Background: an optimization exercise with open tools, aiming at small area and a short achievable clock period. Do not read the settings as production practice.
RTL that was checked went through simulation tests only; none was proved equivalent to the original.
No functional check of the RTL was part of runs 2 and 3.

==> flow/design.v <==
module fm_sk #(parameter N = 8) (a, b, cin, sum, cout);
	input  [N-1:0] a, b;
	input          cin;
	output [N-1:0] sum;
	output         cout;
	localparam L = (N >= 16) ? 5 : (N >= 8) ? 4 : (N >= 4) ? 3 : (N >= 2) ? 2 : 1;
	wire [N:0] g0 = {a & b, cin};
	wire [N:0] p0 = {a ^ b, 1'b0};
	wire [N:0] g [0:L];
	wire [N:0] p [0:L];
	assign g[0] = g0;
	assign p[0] = p0;
	genvar l, i;
	generate
		for (l = 0; l < L; l = l + 1) begin : lv
			for (i = 0; i <= N; i = i + 1) begin : bt
				if (((i >> l) & 1) == 1) begin : comb
					localparam integer J = ((i >> l) << l) - 1;
					assign g[l+1][i] = g[l][i] | (p[l][i] & g[l][J]);
					assign p[l+1][i] = p[l][i] & p[l][J];
				end else begin : pass
					assign g[l+1][i] = g[l][i];
					assign p[l+1][i] = p[l][i];
				end
			end
		end
	endgenerate
	assign sum  = p0[N:1] ^ g[L][N-1:0];
	assign cout = g[L][N];
endmodule
module fm_inc #(parameter N = 8) (a, inc, sum, cout);
	input  [N-1:0] a;
	input          inc;
	output [N-1:0] sum;
	output         cout;
	wire [N:0] c;
	assign c[0] = inc;
	genvar i;
	generate
		for (i = 1; i <= N; i = i + 1) begin : bt
			assign c[i] = inc & (&a[i-1:0]);
		end
	endgenerate
	assign sum  = a ^ c[N-1:0];
	assign cout = c[N];
endmodule
module fm_mul_pre(a, b, s, e, c);
	input  [15:0] a, b;
	output        s;
	output [4:0]  e;
	output [1:0]  c;
	wire za  = ~|a[14:0];
	wire zb  = ~|b[14:0];
	wire ia  = &a[14:10];
	wire ib  = &b[14:10];
	wire nan = (ia & |a[9:0]) | (ib & |b[9:0]);
	wire z   = za | zb;
	wire i   = ia | ib;
	assign s = a[15] ^ b[15];
	assign e = a[14:10] + b[14:10];
	assign c = (nan | (z & i)) ? 2'd3 : z ? 2'd0 : i ? 2'd2 : 2'd1;
endmodule
module fm_mul_prod(ma, mb, m, st);
	input  [9:0]  ma, mb;
	output [12:0] m;
	output        st;
	wire pp_0_0 = ma[0] & mb[0];
	wire pp_0_1 = ma[0] & mb[1];
	wire pp_0_2 = ma[0] & mb[2];
	wire pp_0_3 = ma[0] & mb[3];
	wire pp_0_4 = ma[0] & mb[4];
	wire pp_0_5 = ma[0] & mb[5];
	wire pp_0_6 = ma[0] & mb[6];
	wire pp_0_7 = ma[0] & mb[7];
	wire pp_0_8 = ma[0] & mb[8];
	wire pp_0_9 = ma[0] & mb[9];
	wire pp_1_0 = ma[1] & mb[0];
	wire pp_1_1 = ma[1] & mb[1];
	wire pp_1_2 = ma[1] & mb[2];
	wire pp_1_3 = ma[1] & mb[3];
	wire pp_1_4 = ma[1] & mb[4];
	wire pp_1_5 = ma[1] & mb[5];
	wire pp_1_6 = ma[1] & mb[6];
	wire pp_1_7 = ma[1] & mb[7];
	wire pp_1_8 = ma[1] & mb[8];
	wire pp_1_9 = ma[1] & mb[9];
	wire pp_2_0 = ma[2] & mb[0];
	wire pp_2_1 = ma[2] & mb[1];
	wire pp_2_2 = ma[2] & mb[2];
	wire pp_2_3 = ma[2] & mb[3];
	wire pp_2_4 = ma[2] & mb[4];
	wire pp_2_5 = ma[2] & mb[5];
	wire pp_2_6 = ma[2] & mb[6];
	wire pp_2_7 = ma[2] & mb[7];
	wire pp_2_8 = ma[2] & mb[8];
	wire pp_2_9 = ma[2] & mb[9];
	wire pp_3_0 = ma[3] & mb[0];
	wire pp_3_1 = ma[3] & mb[1];
	wire pp_3_2 = ma[3] & mb[2];
	wire pp_3_3 = ma[3] & mb[3];
	wire pp_3_4 = ma[3] & mb[4];
	wire pp_3_5 = ma[3] & mb[5];
	wire pp_3_6 = ma[3] & mb[6];
	wire pp_3_7 = ma[3] & mb[7];
	wire pp_3_8 = ma[3] & mb[8];
	wire pp_3_9 = ma[3] & mb[9];
	wire pp_4_0 = ma[4] & mb[0];
	wire pp_4_1 = ma[4] & mb[1];
	wire pp_4_2 = ma[4] & mb[2];
	wire pp_4_3 = ma[4] & mb[3];
	wire pp_4_4 = ma[4] & mb[4];
	wire pp_4_5 = ma[4] & mb[5];
	wire pp_4_6 = ma[4] & mb[6];
	wire pp_4_7 = ma[4] & mb[7];
	wire pp_4_8 = ma[4] & mb[8];
	wire pp_4_9 = ma[4] & mb[9];
	wire pp_5_0 = ma[5] & mb[0];
	wire pp_5_1 = ma[5] & mb[1];
	wire pp_5_2 = ma[5] & mb[2];
	wire pp_5_3 = ma[5] & mb[3];
	wire pp_5_4 = ma[5] & mb[4];
	wire pp_5_5 = ma[5] & mb[5];
	wire pp_5_6 = ma[5] & mb[6];
	wire pp_5_7 = ma[5] & mb[7];
	wire pp_5_8 = ma[5] & mb[8];
	wire pp_5_9 = ma[5] & mb[9];
	wire pp_6_0 = ma[6] & mb[0];
	wire pp_6_1 = ma[6] & mb[1];
	wire pp_6_2 = ma[6] & mb[2];
	wire pp_6_3 = ma[6] & mb[3];
	wire pp_6_4 = ma[6] & mb[4];
	wire pp_6_5 = ma[6] & mb[5];
	wire pp_6_6 = ma[6] & mb[6];
	wire pp_6_7 = ma[6] & mb[7];
	wire pp_6_8 = ma[6] & mb[8];
	wire pp_6_9 = ma[6] & mb[9];
	wire pp_7_0 = ma[7] & mb[0];
	wire pp_7_1 = ma[7] & mb[1];
	wire pp_7_2 = ma[7] & mb[2];
	wire pp_7_3 = ma[7] & mb[3];
	wire pp_7_4 = ma[7] & mb[4];
	wire pp_7_5 = ma[7] & mb[5];
	wire pp_7_6 = ma[7] & mb[6];
	wire pp_7_7 = ma[7] & mb[7];
	wire pp_7_8 = ma[7] & mb[8];
	wire pp_7_9 = ma[7] & mb[9];
	wire pp_8_0 = ma[8] & mb[0];
	wire pp_8_1 = ma[8] & mb[1];
	wire pp_8_2 = ma[8] & mb[2];
	wire pp_8_3 = ma[8] & mb[3];
	wire pp_8_4 = ma[8] & mb[4];
	wire pp_8_5 = ma[8] & mb[5];
	wire pp_8_6 = ma[8] & mb[6];
	wire pp_8_7 = ma[8] & mb[7];
	wire pp_8_8 = ma[8] & mb[8];
	wire pp_8_9 = ma[8] & mb[9];
	wire pp_9_0 = ma[9] & mb[0];
	wire pp_9_1 = ma[9] & mb[1];
	wire pp_9_2 = ma[9] & mb[2];
	wire pp_9_3 = ma[9] & mb[3];
	wire pp_9_4 = ma[9] & mb[4];
	wire pp_9_5 = ma[9] & mb[5];
	wire pp_9_6 = ma[9] & mb[6];
	wire pp_9_7 = ma[9] & mb[7];
	wire pp_9_8 = ma[9] & mb[8];
	wire pp_9_9 = ma[9] & mb[9];
	wire hs0 = pp_0_9 ^ pp_1_8;
	wire hc0 = pp_0_9 & pp_1_8;
	wire fs1 = ma[0] ^ pp_1_9 ^ pp_2_8;
	wire fc1 = (ma[0] & pp_1_9) | (ma[0] & pp_2_8) | (pp_1_9 & pp_2_8);
	wire hs2 = pp_3_7 ^ pp_4_6;
	wire hc2 = pp_3_7 & pp_4_6;
	wire fs3 = ma[1] ^ pp_2_9 ^ pp_3_8;
	wire fc3 = (ma[1] & pp_2_9) | (ma[1] & pp_3_8) | (pp_2_9 & pp_3_8);
	wire hs4 = pp_4_7 ^ pp_5_6;
	wire hc4 = pp_4_7 & pp_5_6;
	wire fs5 = ma[2] ^ pp_3_9 ^ pp_4_8;
	wire fc5 = (ma[2] & pp_3_9) | (ma[2] & pp_4_8) | (pp_3_9 & pp_4_8);
	wire hs6 = pp_0_6 ^ pp_1_5;
	wire hc6 = pp_0_6 & pp_1_5;
	wire fs7 = pp_0_7 ^ pp_1_6 ^ pp_2_5;
	wire fc7 = (pp_0_7 & pp_1_6) | (pp_0_7 & pp_2_5) | (pp_1_6 & pp_2_5);
	wire hs8 = pp_3_4 ^ pp_4_3;
	wire hc8 = pp_3_4 & pp_4_3;
	wire fs9 = pp_0_8 ^ pp_1_7 ^ pp_2_6;
	wire fc9 = (pp_0_8 & pp_1_7) | (pp_0_8 & pp_2_6) | (pp_1_7 & pp_2_6);
	wire fs10 = pp_3_5 ^ pp_4_4 ^ pp_5_3;
	wire fc10 = (pp_3_5 & pp_4_4) | (pp_3_5 & pp_5_3) | (pp_4_4 & pp_5_3);
	wire hs11 = pp_6_2 ^ pp_7_1;
	wire hc11 = pp_6_2 & pp_7_1;
	wire fs12 = hs0 ^ pp_2_7 ^ pp_3_6;
	wire fc12 = (hs0 & pp_2_7) | (hs0 & pp_3_6) | (pp_2_7 & pp_3_6);
	wire fs13 = pp_4_5 ^ pp_5_4 ^ pp_6_3;
	wire fc13 = (pp_4_5 & pp_5_4) | (pp_4_5 & pp_6_3) | (pp_5_4 & pp_6_3);
	wire fs14 = pp_7_2 ^ pp_8_1 ^ pp_9_0;
	wire fc14 = (pp_7_2 & pp_8_1) | (pp_7_2 & pp_9_0) | (pp_8_1 & pp_9_0);
	wire fs15 = hc0 ^ fs1 ^ hs2;
	wire fc15 = (hc0 & fs1) | (hc0 & hs2) | (fs1 & hs2);
	wire fs16 = pp_5_5 ^ pp_6_4 ^ pp_7_3;
	wire fc16 = (pp_5_5 & pp_6_4) | (pp_5_5 & pp_7_3) | (pp_6_4 & pp_7_3);
	wire fs17 = pp_8_2 ^ pp_9_1 ^ mb[0];
	wire fc17 = (pp_8_2 & pp_9_1) | (pp_8_2 & mb[0]) | (pp_9_1 & mb[0]);
	wire fs18 = fc1 ^ hc2 ^ fs3;
	wire fc18 = (fc1 & hc2) | (fc1 & fs3) | (hc2 & fs3);
	wire fs19 = hs4 ^ pp_6_5 ^ pp_7_4;
	wire fc19 = (hs4 & pp_6_5) | (hs4 & pp_7_4) | (pp_6_5 & pp_7_4);
	wire fs20 = pp_8_3 ^ pp_9_2 ^ mb[1];
	wire fc20 = (pp_8_3 & pp_9_2) | (pp_8_3 & mb[1]) | (pp_9_2 & mb[1]);
	wire fs21 = fc3 ^ hc4 ^ fs5;
	wire fc21 = (fc3 & hc4) | (fc3 & fs5) | (hc4 & fs5);
	wire fs22 = pp_5_7 ^ pp_6_6 ^ pp_7_5;
	wire fc22 = (pp_5_7 & pp_6_6) | (pp_5_7 & pp_7_5) | (pp_6_6 & pp_7_5);
	wire fs23 = pp_8_4 ^ pp_9_3 ^ mb[2];
	wire fc23 = (pp_8_4 & pp_9_3) | (pp_8_4 & mb[2]) | (pp_9_3 & mb[2]);
	wire fs24 = fc5 ^ ma[3] ^ pp_4_9;
	wire fc24 = (fc5 & ma[3]) | (fc5 & pp_4_9) | (ma[3] & pp_4_9);
	wire fs25 = pp_5_8 ^ pp_6_7 ^ pp_7_6;
	wire fc25 = (pp_5_8 & pp_6_7) | (pp_5_8 & pp_7_6) | (pp_6_7 & pp_7_6);
	wire fs26 = pp_8_5 ^ pp_9_4 ^ mb[3];
	wire fc26 = (pp_8_5 & pp_9_4) | (pp_8_5 & mb[3]) | (pp_9_4 & mb[3]);
	wire fs27 = ma[4] ^ pp_5_9 ^ pp_6_8;
	wire fc27 = (ma[4] & pp_5_9) | (ma[4] & pp_6_8) | (pp_5_9 & pp_6_8);
	wire fs28 = pp_7_7 ^ pp_8_6 ^ pp_9_5;
	wire fc28 = (pp_7_7 & pp_8_6) | (pp_7_7 & pp_9_5) | (pp_8_6 & pp_9_5);
	wire fs29 = ma[5] ^ pp_6_9 ^ pp_7_8;
	wire fc29 = (ma[5] & pp_6_9) | (ma[5] & pp_7_8) | (pp_6_9 & pp_7_8);
	wire hs30 = pp_0_4 ^ pp_1_3;
	wire hc30 = pp_0_4 & pp_1_3;
	wire fs31 = pp_0_5 ^ pp_1_4 ^ pp_2_3;
	wire fc31 = (pp_0_5 & pp_1_4) | (pp_0_5 & pp_2_3) | (pp_1_4 & pp_2_3);
	wire hs32 = pp_3_2 ^ pp_4_1;
	wire hc32 = pp_3_2 & pp_4_1;
	wire fs33 = hs6 ^ pp_2_4 ^ pp_3_3;
	wire fc33 = (hs6 & pp_2_4) | (hs6 & pp_3_3) | (pp_2_4 & pp_3_3);
	wire fs34 = pp_4_2 ^ pp_5_1 ^ pp_6_0;
	wire fc34 = (pp_4_2 & pp_5_1) | (pp_4_2 & pp_6_0) | (pp_5_1 & pp_6_0);
	wire fs35 = hc6 ^ fs7 ^ hs8;
	wire fc35 = (hc6 & fs7) | (hc6 & hs8) | (fs7 & hs8);
	wire fs36 = pp_5_2 ^ pp_6_1 ^ pp_7_0;
	wire fc36 = (pp_5_2 & pp_6_1) | (pp_5_2 & pp_7_0) | (pp_6_1 & pp_7_0);
	wire fs37 = fc7 ^ hc8 ^ fs9;
	wire fc37 = (fc7 & hc8) | (fc7 & fs9) | (hc8 & fs9);
	wire fs38 = fs10 ^ hs11 ^ pp_8_0;
	wire fc38 = (fs10 & hs11) | (fs10 & pp_8_0) | (hs11 & pp_8_0);
	wire fs39 = fc9 ^ fc10 ^ hc11;
	wire fc39 = (fc9 & fc10) | (fc9 & hc11) | (fc10 & hc11);
	wire fs40 = fs12 ^ fs13 ^ fs14;
	wire fc40 = (fs12 & fs13) | (fs12 & fs14) | (fs13 & fs14);
	wire fs41 = fc12 ^ fc13 ^ fc14;
	wire fc41 = (fc12 & fc13) | (fc12 & fc14) | (fc13 & fc14);
	wire fs42 = fs15 ^ fs16 ^ fs17;
	wire fc42 = (fs15 & fs16) | (fs15 & fs17) | (fs16 & fs17);
	wire fs43 = fc15 ^ fc16 ^ fc17;
	wire fc43 = (fc15 & fc16) | (fc15 & fc17) | (fc16 & fc17);
	wire fs44 = fs18 ^ fs19 ^ fs20;
	wire fc44 = (fs18 & fs19) | (fs18 & fs20) | (fs19 & fs20);
	wire fs45 = fc18 ^ fc19 ^ fc20;
	wire fc45 = (fc18 & fc19) | (fc18 & fc20) | (fc19 & fc20);
	wire fs46 = fs21 ^ fs22 ^ fs23;
	wire fc46 = (fs21 & fs22) | (fs21 & fs23) | (fs22 & fs23);
	wire fs47 = fc21 ^ fc22 ^ fc23;
	wire fc47 = (fc21 & fc22) | (fc21 & fc23) | (fc22 & fc23);
	wire fs48 = fs24 ^ fs25 ^ fs26;
	wire fc48 = (fs24 & fs25) | (fs24 & fs26) | (fs25 & fs26);
	wire fs49 = fc24 ^ fc25 ^ fc26;
	wire fc49 = (fc24 & fc25) | (fc24 & fc26) | (fc25 & fc26);
	wire fs50 = fs27 ^ fs28 ^ mb[4];
	wire fc50 = (fs27 & fs28) | (fs27 & mb[4]) | (fs28 & mb[4]);
	wire fs51 = fc27 ^ fc28 ^ fs29;
	wire fc51 = (fc27 & fc28) | (fc27 & fs29) | (fc28 & fs29);
	wire fs52 = pp_8_7 ^ pp_9_6 ^ mb[5];
	wire fc52 = (pp_8_7 & pp_9_6) | (pp_8_7 & mb[5]) | (pp_9_6 & mb[5]);
	wire fs53 = fc29 ^ ma[6] ^ pp_7_9;
	wire fc53 = (fc29 & ma[6]) | (fc29 & pp_7_9) | (ma[6] & pp_7_9);
	wire fs54 = pp_8_8 ^ pp_9_7 ^ mb[6];
	wire fc54 = (pp_8_8 & pp_9_7) | (pp_8_8 & mb[6]) | (pp_9_7 & mb[6]);
	wire fs55 = ma[7] ^ pp_8_9 ^ pp_9_8;
	wire fc55 = (ma[7] & pp_8_9) | (ma[7] & pp_9_8) | (pp_8_9 & pp_9_8);
	wire hs56 = pp_0_3 ^ pp_1_2;
	wire hc56 = pp_0_3 & pp_1_2;
	wire fs57 = hs30 ^ pp_2_2 ^ pp_3_1;
	wire fc57 = (hs30 & pp_2_2) | (hs30 & pp_3_1) | (pp_2_2 & pp_3_1);
	wire fs58 = hc30 ^ fs31 ^ hs32;
	wire fc58 = (hc30 & fs31) | (hc30 & hs32) | (fs31 & hs32);
	wire fs59 = fc31 ^ hc32 ^ fs33;
	wire fc59 = (fc31 & hc32) | (fc31 & fs33) | (hc32 & fs33);
	wire fs60 = fc33 ^ fc34 ^ fs35;
	wire fc60 = (fc33 & fc34) | (fc33 & fs35) | (fc34 & fs35);
	wire fs61 = fc35 ^ fc36 ^ fs37;
	wire fc61 = (fc35 & fc36) | (fc35 & fs37) | (fc36 & fs37);
	wire fs62 = fc37 ^ fc38 ^ fs39;
	wire fc62 = (fc37 & fc38) | (fc37 & fs39) | (fc38 & fs39);
	wire fs63 = fc39 ^ fc40 ^ fs41;
	wire fc63 = (fc39 & fc40) | (fc39 & fs41) | (fc40 & fs41);
	wire fs64 = fc41 ^ fc42 ^ fs43;
	wire fc64 = (fc41 & fc42) | (fc41 & fs43) | (fc42 & fs43);
	wire fs65 = fc43 ^ fc44 ^ fs45;
	wire fc65 = (fc43 & fc44) | (fc43 & fs45) | (fc44 & fs45);
	wire fs66 = fc45 ^ fc46 ^ fs47;
	wire fc66 = (fc45 & fc46) | (fc45 & fs47) | (fc46 & fs47);
	wire fs67 = fc47 ^ fc48 ^ fs49;
	wire fc67 = (fc47 & fc48) | (fc47 & fs49) | (fc48 & fs49);
	wire fs68 = fc49 ^ fc50 ^ fs51;
	wire fc68 = (fc49 & fc50) | (fc49 & fs51) | (fc50 & fs51);
	wire fs69 = fc51 ^ fc52 ^ fs53;
	wire fc69 = (fc51 & fc52) | (fc51 & fs53) | (fc52 & fs53);
	wire fs70 = fc53 ^ fc54 ^ fs55;
	wire fc70 = (fc53 & fc54) | (fc53 & fs55) | (fc54 & fs55);
	wire fs71 = fc55 ^ ma[8] ^ pp_9_9;
	wire fc71 = (fc55 & ma[8]) | (fc55 & pp_9_9) | (ma[8] & pp_9_9);
	wire hs72 = pp_0_2 ^ pp_1_1;
	wire hc72 = pp_0_2 & pp_1_1;
	wire fs73 = hs56 ^ pp_2_1 ^ pp_3_0;
	wire fc73 = (hs56 & pp_2_1) | (hs56 & pp_3_0) | (pp_2_1 & pp_3_0);
	wire fs74 = hc56 ^ fs57 ^ pp_4_0;
	wire fc74 = (hc56 & fs57) | (hc56 & pp_4_0) | (fs57 & pp_4_0);
	wire fs75 = fc57 ^ fs58 ^ pp_5_0;
	wire fc75 = (fc57 & fs58) | (fc57 & pp_5_0) | (fs58 & pp_5_0);
	wire fs76 = fc58 ^ fs59 ^ fs34;
	wire fc76 = (fc58 & fs59) | (fc58 & fs34) | (fs59 & fs34);
	wire fs77 = fc59 ^ fs60 ^ fs36;
	wire fc77 = (fc59 & fs60) | (fc59 & fs36) | (fs60 & fs36);
	wire fs78 = fc60 ^ fs61 ^ fs38;
	wire fc78 = (fc60 & fs61) | (fc60 & fs38) | (fs61 & fs38);
	wire fs79 = fc61 ^ fs62 ^ fs40;
	wire fc79 = (fc61 & fs62) | (fc61 & fs40) | (fs62 & fs40);
	wire fs80 = fc62 ^ fs63 ^ fs42;
	wire fc80 = (fc62 & fs63) | (fc62 & fs42) | (fs63 & fs42);
	wire fs81 = fc63 ^ fs64 ^ fs44;
	wire fc81 = (fc63 & fs64) | (fc63 & fs44) | (fs64 & fs44);
	wire fs82 = fc64 ^ fs65 ^ fs46;
	wire fc82 = (fc64 & fs65) | (fc64 & fs46) | (fs65 & fs46);
	wire fs83 = fc65 ^ fs66 ^ fs48;
	wire fc83 = (fc65 & fs66) | (fc65 & fs48) | (fs66 & fs48);
	wire fs84 = fc66 ^ fs67 ^ fs50;
	wire fc84 = (fc66 & fs67) | (fc66 & fs50) | (fs67 & fs50);
	wire fs85 = fc67 ^ fs68 ^ fs52;
	wire fc85 = (fc67 & fs68) | (fc67 & fs52) | (fs68 & fs52);
	wire fs86 = fc68 ^ fs69 ^ fs54;
	wire fc86 = (fc68 & fs69) | (fc68 & fs54) | (fs69 & fs54);
	wire fs87 = fc69 ^ fs70 ^ mb[7];
	wire fc87 = (fc69 & fs70) | (fc69 & mb[7]) | (fs70 & mb[7]);
	wire fs88 = fc70 ^ fs71 ^ mb[8];
	wire fc88 = (fc70 & fs71) | (fc70 & mb[8]) | (fs71 & mb[8]);
	wire fs89 = fc71 ^ ma[9] ^ mb[9];
	wire fc89 = (fc71 & ma[9]) | (fc71 & mb[9]) | (ma[9] & mb[9]);
	wire [21:0] ra = {1'b0, fc89, fc88, fc87, fc86, fc85, fc84, fc83, fc82, fc81, fc80, fc79, fc78, fc77, fc76, fc75, fc74, fc73, hc72, hs72, pp_0_1, pp_0_0};
	wire [21:0] rb = {1'b0, 1'b1, fs89, fs88, fs87, fs86, fs85, fs84, fs83, fs82, fs81, fs80, fs79, fs78, fs77, fs76, fs75, fs74, fs73, pp_2_0, pp_1_0, 1'b0};
	wire [21:0] p = ra + rb;
	assign m  = p[21:9];
	assign st = |p[8:0];
endmodule
module fm_mul_round(s, e, c, m, st, p);
	input         s;
	input  [4:0]  e;
	input  [1:0]  c;
	input  [12:0] m;      
	input         st;     
	output [15:0] p;
	wire hi = m[12];
	wire r  = hi ? m[1] : m[0];
	wire g  = hi ? m[2] : m[1];
	wire sk = st | (hi & m[0]);
	wire up = r & (g | sk);
	wire [10:0] k  = hi ? m[12:2] : m[11:1];
	wire [11:0] kp = {1'b0, k} + up;
	wire        cy = hi | kp[11];
	wire [9:0]  f  = kp[11] ? kp[10:1] : kp[9:0];
	wire [4:0]  ex = e + {3'b100, cy, ~cy};         
	reg [14:0] mag;
	always @(*) begin
		case (c)
			2'd0: mag = 15'h0000;
			2'd1: mag = {ex, f};
			2'd2: mag = 15'h7c00;
			default: mag = 15'h7c01;
		endcase
	end
	assign p = {s, mag};
endmodule
module fm_add(A, B, Y);
	input  [15:0] A, B;
	output [15:0] Y;
	wire       sA = A[15], sB = B[15];
	wire [4:0] eA = A[14:10], eB = B[14:10];
	wire [9:0] mA = A[9:0],   mB = B[9:0];
	wire zA  = ~|eA;
	wire zB  = ~|eB;
	wire iA  = &eA;
	wire iB  = &eB;
	wire nan = (iA & |mA) | (iB & |mB);
	wire sub = sA ^ sB;
	wire [4:0] dab, dba;
	wire       cab, cba;
	fm_sk #(5) u_dab(.a(eA), .b(~eB), .cin(1'b1), .sum(dab), .cout(cab));    
	fm_sk #(5) u_dba(.a(eB), .b(~eA), .cin(1'b1), .sum(dba), .cout(cba));    
	wire [9:0] mdum;
	wire       cm;
	fm_sk #(10) u_mc(.a(mA), .b(~mB), .cin(1'b1), .sum(mdum), .cout(cm));    
	wire       d0   = cab & cba;
	wire       ge   = cab;                       
	wire       gm   = cab & (~cba | cm);         
	wire [4:0] d    = ge ? dab : dba;
	wire [4:0] emax = ge ? eA : eB;
	wire [10:0] Mbig = gm ? {1'b1, mA} : {1'b1, mB};
	wire [10:0] Msm  = gm ? {1'b1, mB} : {1'b1, mA};
	wire        sbig = gm ? sA : sB;
	wire [21:0] yal = {Msm, 11'b0} >> d;
	wire        st8 = |yal[8:0];
	wire        st9 = st8 | yal[9];
	wire        st10 = st9 | yal[10];
	wire [11:0] H;
	wire        Hc;
	fm_sk #(12) u_h(.a({1'b0, Mbig}), .b({12{sub}} ^ {1'b0, yal[21:11]}), .cin(sub & ~st10), .sum(H), .cout(Hc));
	wire        R10 = yal[10] ^ (sub & st9);
	wire        R9  = yal[9]  ^ (sub & st8);
	wire        n0 = H[11];
	wire        n1 = ~H[11] & H[10];
	wire        n2 = ~H[11] & ~H[10];
	wire [10:0] fk = ({11{n0}} & H[11:1]) | ({11{n1}} & H[10:0]) | ({11{n2}} & {H[9:0], R10});
	wire        fr = (n0 & H[0]) | (n1 & R10) | (n2 & R9);
	wire        fg = (n0 & H[1]) | (n1 & H[0]) | (n2 & R10);
	wire        fs = (n0 & st10) | (n1 & st9) | (n2 & st8);
	wire        fup = fr & (fg | fs);
	wire [10:0] fkp;
	wire        fov;
	fm_inc #(11) u_fi(.a(fk), .inc(fup), .sum(fkp), .cout(fov));
	wire [4:0]  emp1, emp2, emm1;
	wire        dc0, dc1, dc2;
	fm_inc #(5) u_e1(.a(emax), .inc(1'b1), .sum(emp1), .cout(dc0));
	fm_inc #(5) u_e2(.a(emp1), .inc(1'b1), .sum(emp2), .cout(dc1));
	fm_sk  #(5) u_e3(.a(emax), .b(5'b11111), .cin(1'b0), .sum(emm1), .cout(dc2));
	wire [4:0]  fe = n0 ? (fov ? emp2 : emp1) :
	                 n1 ? (fov ? emp1 : emax) :
	                      (fov ? emax : emm1);
	wire [14:0] far_mag = {fe, fkp[9:0]};
	wire [11:0] T = {H[10:0], R10};
	reg [3:0] lz;
	always @(*) begin
		casez (T[10:0])
			11'b1??????????: lz = 4'd0;
			11'b01?????????: lz = 4'd1;
			11'b001????????: lz = 4'd2;
			11'b0001???????: lz = 4'd3;
			11'b00001??????: lz = 4'd4;
			11'b000001?????: lz = 4'd5;
			11'b0000001????: lz = 4'd6;
			11'b00000001???: lz = 4'd7;
			11'b000000001??: lz = 4'd8;
			default:         lz = 4'd9;
		endcase
	end
	wire [10:0] V  = T[10:0] << lz;
	wire [4:0]  en;
	wire        enc;
	fm_sk #(5) u_en(.a(emax), .b(~{1'b0, lz}), .cin(1'b0), .sum(en), .cout(enc));    
	wire        nv = V[10];
	wire [15:0] near_res = nv ? {sbig, en, V[9:0]} : {6'b0, V[9:0]};
	wire        near_sel = sub & (d0 | ((d == 5'd1) & ~T[11]));
	wire [15:0] normal = near_sel ? near_res : {sbig, far_mag};
	assign Y = nan ? 16'h7c01 :
	           zA  ? B :
	           zB  ? A :
	           (iA | iB) ? (sub ? 16'h7c01 : {sA, 15'h7c00}) :
	           normal;
endmodule
module fp16MAC(a, b, acc, CLK, RESETn);
	input [15:0] a, b;
	input CLK, RESETn;
	output reg [15:0] acc;
	wire        pre_s;
	wire [4:0]  pre_e;
	wire [1:0]  pre_c;
	fm_mul_pre u_pre(.a(a), .b(b), .s(pre_s), .e(pre_e), .c(pre_c));
	reg        in_s;
	reg [1:0]  in_c;
	reg [4:0]  in_e;
	reg [9:0]  in_ma, in_mb;
	wire [12:0] mul_m;
	wire        mul_st;
	fm_mul_prod u_prod(.ma(in_ma), .mb(in_mb), .m(mul_m), .st(mul_st));
	reg        md_s;
	reg [1:0]  md_c;
	reg [4:0]  md_e;
	reg [12:0] md_m;
	reg        md_st;
	wire [15:0] prod_w;
	fm_mul_round u_rnd(.s(md_s), .e(md_e), .c(md_c), .m(md_m), .st(md_st), .p(prod_w));
	reg [15:0] prod;
	wire [15:0] sum_w;
	fm_add u_add(.A(acc), .B(prod), .Y(sum_w));
	always @(posedge CLK, negedge RESETn) begin
		if (!RESETn) begin
			in_s <= 1'b0;
			in_c <= 2'd0;
			md_s <= 1'b0;
			md_c <= 2'd0;
			prod <= 16'd0;
			acc  <= 16'd0;
		end else begin
			in_s <= pre_s;
			in_c <= pre_c;
			md_s <= in_s;
			md_c <= in_c;
			prod <= prod_w;
			acc  <= sum_w;
		end
	end
	always @(posedge CLK) begin
		in_e  <= pre_e;
		in_ma <= a[9:0];
		in_mb <= b[9:0];
		md_e  <= in_e;
		md_m  <= mul_m;
		md_st <= mul_st;
	end
endmodule
==> flow/flow/run.sh <==
#!/bin/bash
# Own flow: the standard layout (standard.sh, unchanged ORFS scripts and
# settings) with its own synthesis script, flow/own_synth.tcl (see there).
# Floorplan, power grid, placement, clock tree and routing are the standard
# flow's.  Each make step writes its full log under orfs/logs/; the make
# output itself goes to standard.log here.
set -euo pipefail
sed -E "s#SYNTH_SCRIPT=[^ ]+#SYNTH_SCRIPT=$PWD/flow/own_synth.tcl SETUP_SLACK_MARGIN=9.8 RECOVER_POWER=100#" standard.sh > own_standard.sh
grep -q "SYNTH_SCRIPT=$PWD/flow/own_synth.tcl" own_standard.sh
bash own_standard.sh > standard.log 2>&1
==> flow/flow/abc_area.script <==
strash
dch
amap
topo
stime -c
buffer -c
upsize -c
dnsize -c
==> flow/flow/abc_fast.script <==
strash
dch
map -B 0.9
topo
stime -c
buffer -c
upsize -c
dnsize -c
==> flow/flow/own_synth.tcl <==
set own_dir [file dirname [file normalize [info script]]]
proc synth {args} {
  if {[lsearch -exact $args "fine:"] >= 0} {
    yosys synth -nofsm -noshare -noabc {*}$args
  } else {
    yosys synth -nofsm -noshare {*}$args
  }
}
proc extract_fa {args} { yosys extract_fa {*}$args fm_mul_prod }
proc keep_hierarchy {args} {
  foreach m {fm_add fm_mul_prod fm_mul_round} { yosys setattr -mod -set keep_hierarchy 1 $m }
}
proc abc {args} {
  global own_dir
  set i [expr {[lsearch -exact $args -script] + 1}]
  yosys abc {*}[lreplace $args $i $i $own_dir/abc_fast.script] fm_add
  yosys abc {*}[lreplace $args $i $i $own_dir/abc_area.script] fm_mul_prod fm_mul_round fp16MAC
}
source $::env(SCRIPTS_DIR)/synth.tcl
# left out here: clear keep_hierarchy, flatten, clean up, hide names made inside functions, write 1_2_yosys.v
==> flow/standard.sh <==
#!/bin/bash
# synth_recipe.tcl (not shown) runs the flow's synth.tcl, then flattens the netlist and writes it again
# the make line also repeats each setting of config.mk as NAME=value (left out here)
make -C /OpenROAD-flow-scripts/flow DESIGN_CONFIG=/design/flow/config.mk WORK_HOME=/design/flow/orfs CLKGATE_MAP_FILE= SYNTH_SCRIPT=/design/flow/synth_recipe.tcl "${@:-finish}"
==> flow/config.mk <==
export PLATFORM = sky130hd
export DESIGN_NAME = fp16MAC
export DESIGN_NICKNAME = fp16MAC
export VERILOG_FILES = /design/flow/design.v
export SDC_FILE = /design/flow/constraint.sdc
export NUM_CORES = 4
export LEC_CHECK = 0
export ABC_AREA = 1
export CAP_MARGIN = 20
export CORE_MARGIN = 2
export CORE_UTILIZATION = 55
export SLEW_MARGIN = 20
export SYNTH_HIERARCHICAL = 1
==> flow/constraint.sdc <==
create_clock -name core_clock -period 15.5 [get_ports {CLK}]
set_input_delay 3.1000 -clock core_clock [delete_from_list [all_inputs] [get_ports {CLK}]]
set_output_delay 3.1000 -clock core_clock [all_outputs]
set_load 0.01 [all_outputs]
==> results of run 1 <==
Yosys cell counts, types with 8 or more instances:
library cell  count
nor2_1          217
nand3_1         147
nor2_4            9
nand4_1          24
clkinv_1         24
fa_1             81
o22ai_1          12
nand2_2          33
o21ai_0          54
nor2_2           12
inv_1           105
xor2_1           20
o21a_1            9
buf_2             8
nand2_1         332
dfxtp_1          44
a21oi_1          71
o21ai_1          37
ha_1             29
buf_4            20
a31oi_1           9
buf_6             8
inv_2            35
nor3_1           11
dfrtp_1          38
clkbuf_1         11
nand3_2          11
nand2_4          12
Yosys stat by module (local to each module, per instance):
module / times used / flops+latches / area (µm²) / cells
fm_add: 1 / 0 / 4740 / 947
fm_mul_prod: 1 / 0 / 3200 / 365
fm_mul_round: 1 / 0 / 455 / 73
fp16MAC: 1 / 82 / 2120 / 137
critical path: cells and delay by family, from the launching register on:
| kind | cells | cell delay [ns] |
|---|---|---|
| DFF | 1 | 0.47 |
| AOI/OAI and AO/OA | 5 | 1.53 |
| and+or+nand+nor | 25 | 3.72 |
| xor gates and xnor gates | 1 | 0.19 |
| buffers and inverters | 4 | 0.85 |
state kept, by name (all words and copies together) (netlist names):
signal / flops
md_m: 13
md_st: 1
in_s: 1
md_e: 5
in_e: 5
md_c: 2
md_s: 1
in_ma: 10
in_c: 2
in_mb: 10
acc: 16
prod: 16
through the flow:
step / std cells / util, % / worst slack (ns) / instance area (µm²)
after floorplan: 1522 / - / 10.97 / 10500
after detailed placement: 1758 / 58.6 / 9.47 / 11000
after global placement: 1758 / 58.6 / 9.64 / 11000
after global routing: 1777 / 60.4 / 7.77 / 11300
after CTS: 1774 / 60.3 / 9.81 / 11300
final: 1777 / 60.4 / 8.67 / 11300
timing repair:
| item | CTS | global route |
|---|---|---|
| cloned | 0 | 2 |
| endpoints found under the setup margin | 16 | 16 |
| buffers inserted | 0 | 1 |
| gates resized for setup | 4 | 32 |
| pin swaps | 0 | 4 |
cell families after synthesis:
logic type,Yosys count,share of synthesized area [%]
adder cells (fa/ha/maj),110,18.9
AO/OA/AOI/OAI,249,14.8
XOR/XNOR,25,2.15
flip-flops,82,17.4
AND/OR/NAND/NOR,843,37.7
buffers and inverters,213,9.01
how the worst max path moves through the flow:
stage                        start  depth (start not counted)  endpoint
after floorplan           in_ma[3]                         17  md_m[11]
after global placement     acc[10]                         32    acc[8]
after global routing       acc[13]                         35    acc[8]
after detailed placement  prod[10]                         33    acc[8]
final                      acc[13]                         35    acc[8]
after CTS                  acc[12]                         41   acc[11]
routing by layer:
| metal | vias to the layer above | track usage (%) | wire (µm) | part of all wire [%] |
|---|---|---|---|---|
| met5 | - | 0 | 0 | 0 |
| met4 | 0 | 13.1 | 1150 | 3.9 |
| met3 | 82 | 2.89 | 1140 | 3.9 |
| met2 | 297 | 53.1 | 14900 | 51 |
| met1 | 4769 | 34.0 | 12000 | 41 |
| li1 | 5033 | - | - | - |
layout make-up:
cell class	instances	area [µm²]	area share [%]
clock buffers	9	225	1.99
flip-flops and latches	82	1830	16.2
repair buffers	51	499	4.42
clock inverters	7	72.6	0.642
inverters	165	646	5.71
multi-input cells	1229	7740	68.4
well taps	234	293	2.59
==> impl_metrics.toml, run 1 <==
[timing]
final.setup_skew_ns = 0.00563
tns_ns = 0
fmax_mhz = 146
slew_violations = 39
slew_headroom_pct = -34.0
hold_ws_ns = 0.327
setup_viol = 0
hold_viol = 0
rsz0062_at_grt = "yes"
min_period_ns = 6.83
tightest_slew_ns = 2.01
fin_crit_sh_pct = 44.1

[synth]
async_flop_share_pct = 46.3
synthesis.instances = 1522
synth.top_cell.area_share_pct = 15.4
ys_types = 80
synth.cell_area_um2 = 10500
synthTopCellsByArea = "fa_1 15%, nand2_1 12%, dfrtp_1 9.0%"
synth_edf_count = 0
ys_ff_latch = 82
ys.flop_type = "dfxtp_1"
synth_area_leader_cell = "fa_1"
syn_nets = 1666
yosysWarnings = 12
yosysSeqAreaShare_pct = 17.4
postSynthAreaPerCell_um2 = 6.91

[cts]
cts_tree = "done"
clk_latency_ns = 0.35
cts_sinks = 82
cts_buffers = 9
htree_levels = 3
cts_root_buffer = "clkbuf_16"
hold_buffers = 0
clk_pin_slew_worst_paths_ns = 0.07
clk_path_buf_depth = 2

[floorplan]
placementRows = 50
coreArea_um2 = 18700
fp.dieH_um = 142
fp.dieW_um = 142
start_util_pct = 56.2
io_pins = 50
die_area_um2 = 20200

[worst_setup_path]
reg2reg_depth = 35
critPathSlowestCell = "a21oi_1"
reg2reg_slack_ns = 8.67
critPathLaunchType = "flop"
cp.arrival_ns = 7.10
cpMostUsedCell = "nand2_1"
path_class = "reg2reg"
r2r_end = "acc[8]"
cpPeakStageDelay_ns = 0.66
crit_fanout = 16
crit_required_ns = 15.77
r2r-start = "acc[13]"
cp-end-kind = "flop"

[place]
port_buffers = 49
dpl.hpwl_mm = 23.6
gp_congestion = 0.980

[layout]
final_cell_mix = "337 x nand2_1, 219 x nor2_1, 146 x nand3_1"
drive_above_1_share_pct = 10.5
fillCellCount = 1804
final_nets = 1682
diodes = 0
syn_to_final_growth_pct = 7.57
mostFrequentLayoutCell = "nand2_1"

[worst_hold_path]
hp-start = "in_e[1]"
worstHoldPathCells = 0
hold_class = "reg2reg"
whs_endpoint = "md_e[1]"

[global_routing]
grt_max_degree = 39
grt_pass1_vias = 9813
grt_pass1_wl_mm = 46.9
grt_antenna_before_repair = 0
grt_overflow = 0
grtUsageTotal_pct = 28.9

[detailed_routing]
drtAntennaViolNets = 0
drt-initial-drc-count = 566
avgRoutedWirePerCell_um = 16.4
first_pass_iters = 5
drc = 0
viasPerCell = 5.73
vias = 10200
wl_mm = 29.2

[status]
status = "failed layout checks"
violatedChecks = "max-capacitance violations, max-slew violations"

[run]
drv_cap = 1
==> run 2: changes to the inputs <==
--- a/flow/design.v
+++ b/flow/design.v
@@ -399,11 +399,12 @@
 	fm_sk #(10) u_mc(.a(mA), .b(~mB), .cin(1'b1), .sum(mdum), .cout(cm));    
 	wire       d0   = cab & cba;
 	wire       ge   = cab;                       
-	wire       gm   = cab & (~cba | cm);         
+	wire       zz   = zA | zB;
+	wire       gm   = cab & (~cba | cm) & ~zA;   
 	wire [4:0] d    = ge ? dab : dba;
 	wire [4:0] emax = ge ? eA : eB;
 	wire [10:0] Mbig = gm ? {1'b1, mA} : {1'b1, mB};
-	wire [10:0] Msm  = gm ? {1'b1, mB} : {1'b1, mA};
+	wire [10:0] Msm  = zz ? 11'd0 : gm ? {1'b1, mB} : {1'b1, mA};
 	wire        sbig = gm ? sA : sB;
 	wire [21:0] yal = {Msm, 11'b0} >> d;
 	wire        st8 = |yal[8:0];
@@ -456,12 +457,10 @@
 	fm_sk #(5) u_en(.a(emax), .b(~{1'b0, lz}), .cin(1'b0), .sum(en), .cout(enc));    
 	wire        nv = V[10];
 	wire [15:0] near_res = nv ? {sbig, en, V[9:0]} : {6'b0, V[9:0]};
-	wire        near_sel = sub & (d0 | ((d == 5'd1) & ~T[11]));
+	wire        near_sel = sub & ~zz & (d0 | ((d == 5'd1) & ~T[11]));
 	wire [15:0] normal = near_sel ? near_res : {sbig, far_mag};
 	assign Y = nan ? 16'h7c01 :
-	           zA  ? B :
-	           zB  ? A :
-	           (iA | iB) ? (sub ? 16'h7c01 : {sA, 15'h7c00}) :
+	           ((iA | iB) & ~zz) ? (sub ? 16'h7c01 : {sA, 15'h7c00}) :
 	           normal;
 endmodule
 module fp16MAC(a, b, acc, CLK, RESETn);
--- a/flow/flow/run.sh
+++ b/flow/flow/run.sh
@@ -5,6 +5,6 @@
 # flow's.  Each make step writes its full log under orfs/logs/; the make
 # output itself goes to standard.log here.
 set -euo pipefail
-sed -E "s#SYNTH_SCRIPT=[^ ]+#SYNTH_SCRIPT=$PWD/flow/own_synth.tcl SETUP_SLACK_MARGIN=9.8 RECOVER_POWER=100#" standard.sh > own_standard.sh
+sed -E "s#SYNTH_SCRIPT=[^ ]+#SYNTH_SCRIPT=$PWD/flow/own_synth.tcl SETUP_SLACK_MARGIN=9.8#" standard.sh > own_standard.sh
 grep -q "SYNTH_SCRIPT=$PWD/flow/own_synth.tcl" own_standard.sh
 bash own_standard.sh > standard.log 2>&1
==> flow/flow/abc_fast.script (replaced) <==
strash
balance
rewrite
refactor
balance
rewrite -z
refactor -z
balance
rewrite -z
refactor -z
balance
dch
map -B 0.9
topo
stime -c
buffer -c
upsize -c
dnsize -c
==> impl_metrics.toml, run 2 <==
[place]
dpl.hpwl_mm = 22.7
gp_congestion = 0.976
port_buffers = 49
post-place-cells = 1665

[global_routing]
grt_antenna_before_repair = 0
grt_max_degree = 39
grt_pass1_wl_mm = 44.6
grt_pass1_vias = 9007
grtUsageTotal_pct = 28.2
grt_overflow = 0

[timing]
slew_headroom_pct = 37.8
min_period_ns = 5.39
fin_crit_sh_pct = 34.8
fmax_mhz = 186
tightest_slew_ns = 0.927
setup_viol = 0
slew_violations = 0
tns_ns = 0
hold_viol = 0
final.setup_skew_ns = 0.0121
rsz0062_at_grt = "yes"

[synth]
ys.flop_type = "dfxtp_1"
synth.top_cell.area_share_pct = 16.1
post-synth-top-count-cell = "nand2_1"
ys_types = 78
postSynthAreaPerCell_um2 = 7.07
synth_area_leader_cell = "fa_1"
yosysSeqAreaShare_pct = 18.1
synth_edf_count = 0
yosysWarnings = 12
synth.top_cells.by_count = "335 x nand2_1, 191 x nor2_1, 132 x nand3_1"
synthesis.instances = 1427
async_flop_share_pct = 46.3
ys_ff_latch = 82
synthTopCellsByArea = "fa_1 16%, nand2_1 12%, dfrtp_1 9.4%"
syn_nets = 1571
synth.cell_area_um2 = 10100

[floorplan]
start_util_pct = 56.2
fp.dieH_um = 139
die_area_um2 = 19500
io_pins = 50
coreArea_um2 = 18000
fp.dieW_um = 139
placementRows = 49

[layout]
mostFrequentLayoutCell = "nand2_1"
drive_above_1_share_pct = 12.8
syn_to_final_growth_pct = 11.5
diodes = 0
top_regs = "acc x16, prod x16, md_m x13"
fillCellCount = 1669
final_nets = 1613
final_cell_mix = "325 x nand2_1, 188 x nor2_1, 130 x nand3_1"
fin_cells = 1703

[worst_setup_path]
crit_fanout = 25
r2r_end = "acc[10]"
path_class = "reg2reg"
endpoint = "acc[10]"
reg2reg_slack_ns = 10.11
critPathSlowestCell = "dfrtp_2"
cp-end-kind = "flop"
critPathLaunchType = "flop"
cpPeakStageDelay_ns = 0.44
startpoint = "acc[14]"
reg2reg_depth = 39
crit_required_ns = 15.70
cp.arrival_ns = 5.59
cpMostUsedCell = "nand2_1"
r2r-start = "acc[14]"

[detailed_routing]
drc = 0
wl_mm = 28.0
vias = 9668
avgRoutedWirePerCell_um = 16.4
viasPerCell = 5.68
drtAntennaViolNets = 0
drt-initial-drc-count = 703
first_pass_iters = 5

[cts]
hold_buffers = 0
cts_root_buffer = "clkbuf_16"
clk_path_buf_depth = 2
cts_buffers = 9
clk_latency_ns = 0.34
cts_tree = "done"
clk_pin_slew_worst_paths_ns = 0.07
htree_levels = 3
cts_sinks = 82

[run]
drv_cap = 0

[worst_hold_path]
hold_class = "reg2reg"

[status]
status = "complete, no violations"
## run 2: cell types whose count changed after synthesis, moves of 6 or more
| cell | delta |
|---|---|
| o21ai_1 | -18 |
| clkbuf_1 | -6 |
| a21oi_1 | -19 |
| nor2_1 | -26 |
| nand3_1 | -15 |
| nand2_2 | -6 |
| inv_2 | -16 |
| nand3_2 | +10 |
## run 2: worst min-delay path by stage
| stage | from | to | slack, ns | depth (start not counted) |
|---|---|---|---|---|
| 5_1_grt | in_e[4] | md_e[4] | 0.33 | 0 |
| 3_3_place_gp | in_e[3] | md_e[3] | 0.31 | 0 |
| 2_1_floorplan | in_e[0] | md_e[0] | 0.31 | 0 |
| 6_report | in_e[1] | md_e[1] | 0.33 | 0 |
| 4_1_cts | in_e[1] | md_e[1] | 0.33 | 0 |
| 3_5_place_dp | in_e[3] | md_e[3] | 0.31 | 0 |
## run 2: layout make-up
type | count | area [µm²] | share of cell area, %
clock buffers | 10 | 239 | 2.12
clock inverters | 6 | 72.6 | 0.645
inverters | 152 | 587 | 5.22
multi-input cells | 1153 | 7570 | 67.3
flip-flops and latches | 82 | 1840 | 16.3
well taps | 229 | 287 | 2.55
repair buffers | 71 | 663 | 5.89
## run 2: cell families after synthesis
| family | count (synthesis) | synth area share [%] |
|---|---|---|
| adder cells (fa/ha/maj) | 110 | 19.7 |
| XOR/XNOR | 25 | 2.65 |
| AO/OA/AOI/OAI | 204 | 12.5 |
| buffers and inverters | 193 | 8.74 |
| multiplexers | 1 | 0.0991 |
| flip-flops | 82 | 18.1 |
| AND/OR/NAND/NOR | 812 | 38.2 |
## run 2: Yosys stat by module, one instance, submodules excluded
module | flip-flops and latches | cells inside
fm_add | 0 | 852
fm_mul_prod | 0 | 365
fp16MAC | 82 | 137
fm_mul_round | 0 | 73
## run 2: per-stage QoR
step | utilization, % | setup slack [ns] | hold slack (ns) | cell area [µm²]
after floorplan | - | 10.97 | 0.310 | 10100
after global placement | 58.8 | 9.58 | 0.311 | 10600
after detailed placement | 58.8 | 9.61 | 0.312 | 10600
after CTS | 60.6 | 9.81 | 0.325 | 10900
after global routing | 62.6 | 9.74 | 0.329 | 11300
final | 62.6 | 10.11 | 0.328 | 11300
## run 2: layer usage
metal  up-vias  routed length (µm)  track usage, %
met1      4478               11700            35.3
met2       340               14000            51.0
li1       4784                   -               -
met3        66                1250            2.82
met4         0                1040            9.57
met5         -                   0               0
## run 2: worst max-delay path, delay by kind of cell, from the launching register on
family                 cells  cell delay [ns]
AND/OR/NAND/NOR           32             3.77
buffers and inverters      4             0.45
flip-flops                 1             0.44
AO/OA/AOI/OAI              2             0.35
XOR/XNOR                   1             0.25
## run 2: timing repair
item | 4_1_cts | 5_1_grt
buffers inserted | 0 | 21
endpoints found under the setup margin | 8 | 16
pin swaps | 0 | 11
gates resized for setup | 1 | 43
cloned | 0 | 1
==> run 3: changes to the inputs <==
--- a/flow/design.v
+++ b/flow/design.v
@@ -346,7 +346,9 @@
 	wire fc89 = (fc71 & ma[9]) | (fc71 & mb[9]) | (ma[9] & mb[9]);
 	wire [21:0] ra = {1'b0, fc89, fc88, fc87, fc86, fc85, fc84, fc83, fc82, fc81, fc80, fc79, fc78, fc77, fc76, fc75, fc74, fc73, hc72, hs72, pp_0_1, pp_0_0};
 	wire [21:0] rb = {1'b0, 1'b1, fs89, fs88, fs87, fs86, fs85, fs84, fs83, fs82, fs81, fs80, fs79, fs78, fs77, fs76, fs75, fs74, fs73, pp_2_0, pp_1_0, 1'b0};
-	wire [21:0] p = ra + rb;
+	wire [21:0] p;
+	wire        pc;
+	fm_sk #(22) u_cpa(.a(ra), .b(rb), .cin(1'b0), .sum(p), .cout(pc));
 	assign m  = p[21:9];
 	assign st = |p[8:0];
 endmodule
==> flow/flow/run.sh (replaced) <==
#!/bin/bash
set -euo pipefail
cp config.mk own_config.mk
echo 'export BUFFER_PORTS_ARGS = -buffer_cell sky130_fd_sc_hd__buf_1' >> own_config.mk
sed -E -e "s#SYNTH_SCRIPT=[^ ]+#SYNTH_SCRIPT=$PWD/flow/own_synth.tcl SETUP_SLACK_MARGIN=9.8 ABC_LOAD_IN_FF=10#" \
       -e "s#DESIGN_CONFIG=[^ ]+#DESIGN_CONFIG=$PWD/own_config.mk#" standard.sh > own_standard.sh
grep -q "SYNTH_SCRIPT=$PWD/flow/own_synth.tcl" own_standard.sh
grep -q "DESIGN_CONFIG=$PWD/own_config.mk" own_standard.sh
bash own_standard.sh > standard.log 2>&1
--- a/flow/config.mk
+++ b/flow/config.mk
@@ -9,5 +9,6 @@
 export CAP_MARGIN = 20
 export CORE_MARGIN = 2
 export CORE_UTILIZATION = 55
+export CTS_BUF_LIST = sky130_fd_sc_hd__clkbuf_8
 export SLEW_MARGIN = 20
 export SYNTH_HIERARCHICAL = 1
==> impl_metrics.toml, run 3 <==
[status]
status = "complete, no violations"

[timing]
final.setup_skew_ns = 0.0181
fmax_mhz = 189
setup_viol = 0
fin_ws_ns = 10.21
tns_ns = 0
hold_viol = 0
slew_violations = 0
min_period_ns = 5.29
rsz0062_at_grt = "yes"
slew_headroom_pct = 29.7
fin_crit_sh_pct = 34.1
tightest_slew_ns = 1.05

[worst_setup_path]
cpPeakStageDelay_ns = 0.47
crit_fanout = 7
cpMostUsedCell = "nand2_1"
r2r-start = "prod[13]"
critPathLaunchType = "flop"
cp.arrival_ns = 5.58
critPathSlowestCell = "dfrtp_2"
cp-end-kind = "flop"
reg2reg_slack_ns = 10.21
reg2reg_depth = 38
r2r_end = "acc[10]"
path_class = "reg2reg"
crit_required_ns = 15.79

[layout]
syn_to_final_growth_pct = 7.45
drive_above_1_share_pct = 12.6
mostFrequentLayoutCell = "nand2_1"
final_cell_mix = "330 x nand2_1, 188 x nor2_1, 138 x nand3_1"
fin_cells = 1663
diodes = 0
final_nets = 1579
fillCellCount = 1706
final_util_pct = 60.8
top_regs = "acc x16, prod x16, md_m x13"

[global_routing]
grt_max_degree = 39
grtUsageTotal_pct = 31.8
grt_pass1_wl_mm = 45.5
grt_overflow = 0
grt_antenna_before_repair = 0
grt_pass1_vias = 8834

[detailed_routing]
avgRoutedWirePerCell_um = 17.4
first_pass_iters = 7
drc = 0
vias = 9493
wl_mm = 29.0
viasPerCell = 5.71
drtAntennaViolNets = 0
drt-initial-drc-count = 757

[synth]
synth_edf_count = 0
synth.top_cell.area_share_pct = 17.1
muxShareOfSynthArea_pct = 0.102
synth_simple_gate_area_share_pct = 37.5
yosysWarnings = 13
synth_compound_area_share_pct = 11.2
synth-xor-area-share_pct = 2.89
synth.cell_area_um2 = 9820
ys.flop_type = "dfxtp_1"
synth_top_family_by_area = "simple AND/OR/NAND/NOR gates"
synthTopCellsByArea = "fa_1 17%, nand2_1 13%, dfrtp_1 9.7%"
postSynthAreaPerCell_um2 = 7.03
yosysSeqAreaShare_pct = 18.7
synth.top_cells.by_count = "339 x nand2_1, 193 x nor2_1, 139 x nand3_1"
synth_area_leader_cell = "fa_1"
ys_ff_latch = 82
syn_nets = 1543
yosys.area_share.adder_pct = 20.7
synthesis.instances = 1397
async_flop_share_pct = 46.3
post-synth-top-count-cell = "nand2_1"
ys_types = 69

[place]
post-place-cells = 1633
place_ws_ns = 9.26
port_buffers = 49
dpl.hpwl_mm = 23.2
gp_congestion = 0.981

[cts]
clk_path_buf_depth = 2
clk_latency_ns = 0.40
cts_buffers = 9
cts_root_buffer = "clkbuf_8"
cts_sinks = 82
cts_tree = "done"
htree_levels = 3
hold_buffers = 0
clk_pin_slew_worst_paths_ns = 0.11

[worst_hold_path]
hold_class = "reg2reg"
whs_endpoint = "md_e[1]"
worstHoldPathCells = 0
hp-start = "in_e[1]"

[floorplan]
coreArea_um2 = 17400
fp.dieH_um = 138
io_pins = 50
fp.dieW_um = 138
placementRows = 48
start_util_pct = 56.6
die_area_um2 = 18900

[run]
drv_cap = 0
## run 3: worst max-delay path by stage
stage / end / from / cells past startpoint
finish: acc[10] / prod[13] / 38
detailed placement: acc[6] / acc[8] / 36
CTS: acc[6] / prod[13] / 39
floorplan: md_m[7] / in_ma[2] / 18
global route: acc[6] / acc[11] / 43
global placement: acc[6] / acc[8] / 38
## run 3: per-module statistics from Yosys (local to each module, per instance)
| module | flops+latches | times used | cell area, µm² | cells inside |
|---|---|---|---|---|
| fp16MAC | 82 | 1 | 2120 | 139 |
| fm_mul_prod | 0 | 1 | 3060 | 327 |
| fm_add | 0 | 1 | 4200 | 852 |
| fm_mul_round | 0 | 1 | 445 | 79 |
## run 3: kinds of logic (layout without fill, tap and decap cells)
family,count (synthesis),in the layout
flops,82,82
compound gates,173,173
mux,1,1
buf+inv,199,237
fa+ha+maj,112,112
simple gates,804,807
xor+xnor,26,26
## run 3: area by class of cell
cell class	instances	area (µm²)	area share, %
flip-flops and latches	82	1840	17.4
clock inverters	7	86.3	0.818
inverters	160	614	5.82
repair buffers	61	300	2.85
clock buffers	9	124	1.17
multi-input cells	1119	7310	69.2
well taps	225	282	2.67
## run 3: what timing repair did
| item | 4_1_cts | 5_1_grt |
|---|---|---|
| resized for setup | 6 | 38 |
| pin swaps | 1 | 8 |
| endpoints found under the setup margin | 16 | 16 |
| gates cloned | 0 | 3 |
| setup buffers | 1 | 10 |
## run 3: metrics by stage
stage,area [µm²],hold WS (ns)
after floorplan,9820,0.310
after global placement,10000,0.314
after detailed placement,10000,0.313
after CTS,10300,0.338
after global routing,10600,0.347
final,10600,0.337
## run 3: layer usage
layer,up-vias,track usage (%),wire length (µm)
met2,393,52.4,13400
met4,0,18.0,1640
met3,82,6.92,2200
li1,4619,-,-
met5,-,0,0
met1,4399,38.4,11800
## run 3: worst max-delay path: cells and delay by family (launching register included)
family / cells / cell delay, ns
DFF: 1 / 0.47
and+or+nand+nor: 31 / 3.57
buffers and inverters: 3 / 0.32
AOI/OAI and AO/OA: 4 / 0.81
==> run 4: changes to the inputs <==
--- a/flow/design.v
+++ b/flow/design.v
@@ -401,12 +401,11 @@
 	fm_sk #(10) u_mc(.a(mA), .b(~mB), .cin(1'b1), .sum(mdum), .cout(cm));    
 	wire       d0   = cab & cba;
 	wire       ge   = cab;                       
-	wire       zz   = zA | zB;
-	wire       gm   = cab & (~cba | cm) & ~zA;   
+	wire       gm   = cab & (~cba | cm);         
 	wire [4:0] d    = ge ? dab : dba;
 	wire [4:0] emax = ge ? eA : eB;
 	wire [10:0] Mbig = gm ? {1'b1, mA} : {1'b1, mB};
-	wire [10:0] Msm  = zz ? 11'd0 : gm ? {1'b1, mB} : {1'b1, mA};
+	wire [10:0] Msm  = gm ? {1'b1, mB} : {1'b1, mA};
 	wire        sbig = gm ? sA : sB;
 	wire [21:0] yal = {Msm, 11'b0} >> d;
 	wire        st8 = |yal[8:0];
@@ -459,10 +458,12 @@
 	fm_sk #(5) u_en(.a(emax), .b(~{1'b0, lz}), .cin(1'b0), .sum(en), .cout(enc));    
 	wire        nv = V[10];
 	wire [15:0] near_res = nv ? {sbig, en, V[9:0]} : {6'b0, V[9:0]};
-	wire        near_sel = sub & ~zz & (d0 | ((d == 5'd1) & ~T[11]));
+	wire        near_sel = sub & (d0 | ((d == 5'd1) & ~T[11]));
 	wire [15:0] normal = near_sel ? near_res : {sbig, far_mag};
 	assign Y = nan ? 16'h7c01 :
-	           ((iA | iB) & ~zz) ? (sub ? 16'h7c01 : {sA, 15'h7c00}) :
+	           zA  ? B :
+	           zB  ? A :
+	           (iA | iB) ? (sub ? 16'h7c01 : {sA, 15'h7c00}) :
 	           normal;
 endmodule
 module fp16MAC(a, b, acc, CLK, RESETn);
==> impl_metrics.toml, run 4 <==
[status]
status = "complete, no violations"

[detailed_routing]
avgRoutedWirePerCell_um = 16.6
drc = 0
wl_mm = 27.9
first_pass_iters = 5
drtAntennaViolNets = 0
drt-initial-drc-count = 749
vias = 9450
viasPerCell = 5.60

[synth]
synth_area_leader_cell = "fa_1"
ys_types = 72
postSynthAreaPerCell_um2 = 6.96
post-synth-top-count-cell = "nand2_1"
synth.top_cells.by_count = "350 x nand2_1, 196 x nor2_1, 134 x nand3_1"
synth_edf_count = 0
yosysSeqAreaShare_pct = 18.5
synthesis.instances = 1427
synth.cell_area_um2 = 9930
synthTopCellsByArea = "fa_1 17%, nand2_1 13%, dfrtp_1 9.6%"
yosysWarnings = 13
ys.flop_type = "dfxtp_1"
ys_ff_latch = 82
syn_nets = 1573
async_flop_share_pct = 46.3
synth.top_cell.area_share_pct = 16.9

[place]
gp_congestion = 0.947
postPlaceCellArea_um2 = 10100
dpl.hpwl_mm = 22.3
place_ws_ns = 9.58
port_buffers = 49
post-place-cells = 1660

[cts]
clk_path_buf_depth = 2
cts_sinks = 82
cts_tree = "done"
clk_pin_slew_worst_paths_ns = 0.09
cts_root_buffer = "clkbuf_8"
cts_buffers = 9
clk_latency_ns = 0.37
htree_levels = 3
hold_buffers = 0

[timing]
fin_ws_ns = 10.20
final.setup_skew_ns = 0.00932
tightest_slew_ns = 0.955
min_period_ns = 5.30
fmax_mhz = 189
tns_ns = 0
fin_crit_sh_pct = 34.2
slew_violations = 0
setup_viol = 0
hold_viol = 0
slew_headroom_pct = 36.3
rsz0062_at_grt = "no"

[layout]
final_nets = 1600
syn_to_final_growth_pct = 6.33
final_cell_mix = "339 x nand2_1, 195 x nor2_1, 131 x nand3_1"
fin_cells = 1688
diodes = 0
mostFrequentLayoutCell = "nand2_1"
top_regs = "acc x16, prod x16, md_m x13"
final_cell_area_um2 = 10600
drive_above_1_share_pct = 12.4

[worst_setup_path]
critPathSlowestCell = "fa_1"
reg2reg_depth = 17
crit_chain = "clkinv_1 > nor2_1 > fa_1 > fa_1 > fa_1 > fa_1 > fa_1 > ha_1 > a21oi_1 > nor2_1 > nor3_1 > o32ai_2 > a41oi_4 > inv_1 > fa_1 > nor2_1 > a21oi_1"
critPathLaunchType = "flop"
r2r_end = "md_m[7]"
cpPeakStageDelay_ns = 0.54
r2r-start = "in_mb[8]"
crit_required_ns = 15.76
crit_fanout = 10
cp.arrival_ns = 5.56
path_class = "reg2reg"
cpMostUsedCell = "fa_1"
reg2reg_slack_ns = 10.20
cp-end-kind = "flop"

[floorplan]
fp.dieH_um = 138
coreArea_um2 = 17800
placementRows = 49
die_area_um2 = 19100
start_util_pct = 55.6
fp.dieW_um = 138
io_pins = 50

[run]
drv_cap = 0

[global_routing]
grt_pass1_vias = 8995
grt_overflow = 0
grt_pass1_wl_mm = 45.5
grt_antenna_before_repair = 0
grt_max_degree = 39
grtUsageTotal_pct = 29.2

[worst_hold_path]
whs_endpoint = "md_e[4]"
worstHoldPathCells = 0
hp-start = "in_e[4]"
hold_class = "reg2reg"
[run 4: cell types whose count changed after synthesis, sizes merged, moves of 5 or more]
| cell | change |
|---|---|
| a21oi | +20 |
| nand4 | -13 |
| nor2 | +6 |
| o211ai | +8 |
| buf | +6 |
| o21ai | +13 |
| xnor2 | -5 |
| nand2 | +11 |
| nand3 | -11 |
[run 4: worst max path at each step]
stage                   from  cells after the start       to
floorplan           in_ma[2]                     18  md_m[7]
CTS                   acc[2]                     42  acc[13]
global route          acc[4]                     45  acc[14]
finish              in_mb[8]                     17  md_m[7]
global placement      acc[6]                     45  acc[13]
detailed placement    acc[2]                     42  acc[13]
[run 4: kinds of logic (layout without fill, tap and decap cells)]
group	Yosys count	count (layout)	synth area share [%]
compound gates	218	218	14.0
xor+xnor	18	18	1.85
fa+ha+maj	112	112	20.5
buf+inv	202	231	9.21
flops	82	82	18.5
simple gates	795	798	36.0
[run 4: per-module statistics from Yosys, one instance, submodules excluded]
module / times used / cells / cell area [µm²] / flip-flops and latches
fp16MAC: 1 / 139 / 2120 / 82
fm_add: 1 / 882 / 4300 / 0
fm_mul_round: 1 / 79 / 445 / 0
fm_mul_prod: 1 / 327 / 3060 / 0
[run 4: final cells by class]
class	count	area [µm²]
well taps	229	287
inverters	156	597
clock buffers	9	124
flip-flops and latches	82	1840
fillers	1742	7290
clock inverters	7	72.6
multi-input cells	1146	7370
repair buffers	59	260
[run 4: repair_timing]
item,CTS,global route
setup endpoints to repair,11,16
cloned,0,3
pin swaps,0,6
resized for setup,3,47
setup buffers,0,9
[run 4: per-layer routing]
layer  global-route usage [%]  vias up  share of wire (%)
li1                         -     4717                  -
met1                     36.7     4405                 42
met2                     52.6      263                 50
met3                     3.26       65                4.2
met4                     9.40        0                3.2
met5                        0        -                  0
[run 4: through the flow]
step / util (%) / hold slack, ns
finish: 59.2 / 0.334
global route: 59.2 / 0.342
CTS: 57.6 / 0.336
detailed placement: 56.5 / 0.313
global placement: 56.5 / 0.312
floorplan: - / 0.310
[run 4: worst max-delay path, delay by kind of cell, from the launching register on]
family / cells / cell delay [ns]
flip-flops: 1 / 0.37
buffers and inverters: 2 / 0.44
AO/OA/AOI/OAI: 4 / 0.62
adder cells (fa/ha/maj): 7 / 3.14
AND/OR/NAND/NOR: 4 / 0.61

-- separate check: timing with driven ports --
In the flow no input, the clock included, has a driving cell. The finished layouts below were timed again as built, in two steps.
Step 1 sets driving cells, clkbuf_16 on the clock port and buf_2 on the other inputs (assumed; they add their load-dependent delay and slew).
Step 2 times the ports against the registers' clock, not the clock port: input delays grow and output delays shrink by t, the midpoint of the rising clock arrivals with the driver on.
Three values: no drivers, after step 1, after step 2; two values: the first two.
| run | shift t [ns] | setup slack, ns | worst setup path at the end |
|---|---|---|---|
| run 1 | 0.382 | 8.666 / 8.666 / 8.666 | register to register |
| run 2 | 0.371 | 10.109 / 10.109 / 10.109 | register to register |
| run 3 | 0.429 | 10.211 / 10.211 / 10.211 | register to register |
| run 4 | 0.400 | 10.199 / 10.199 / 10.199 | register to register |
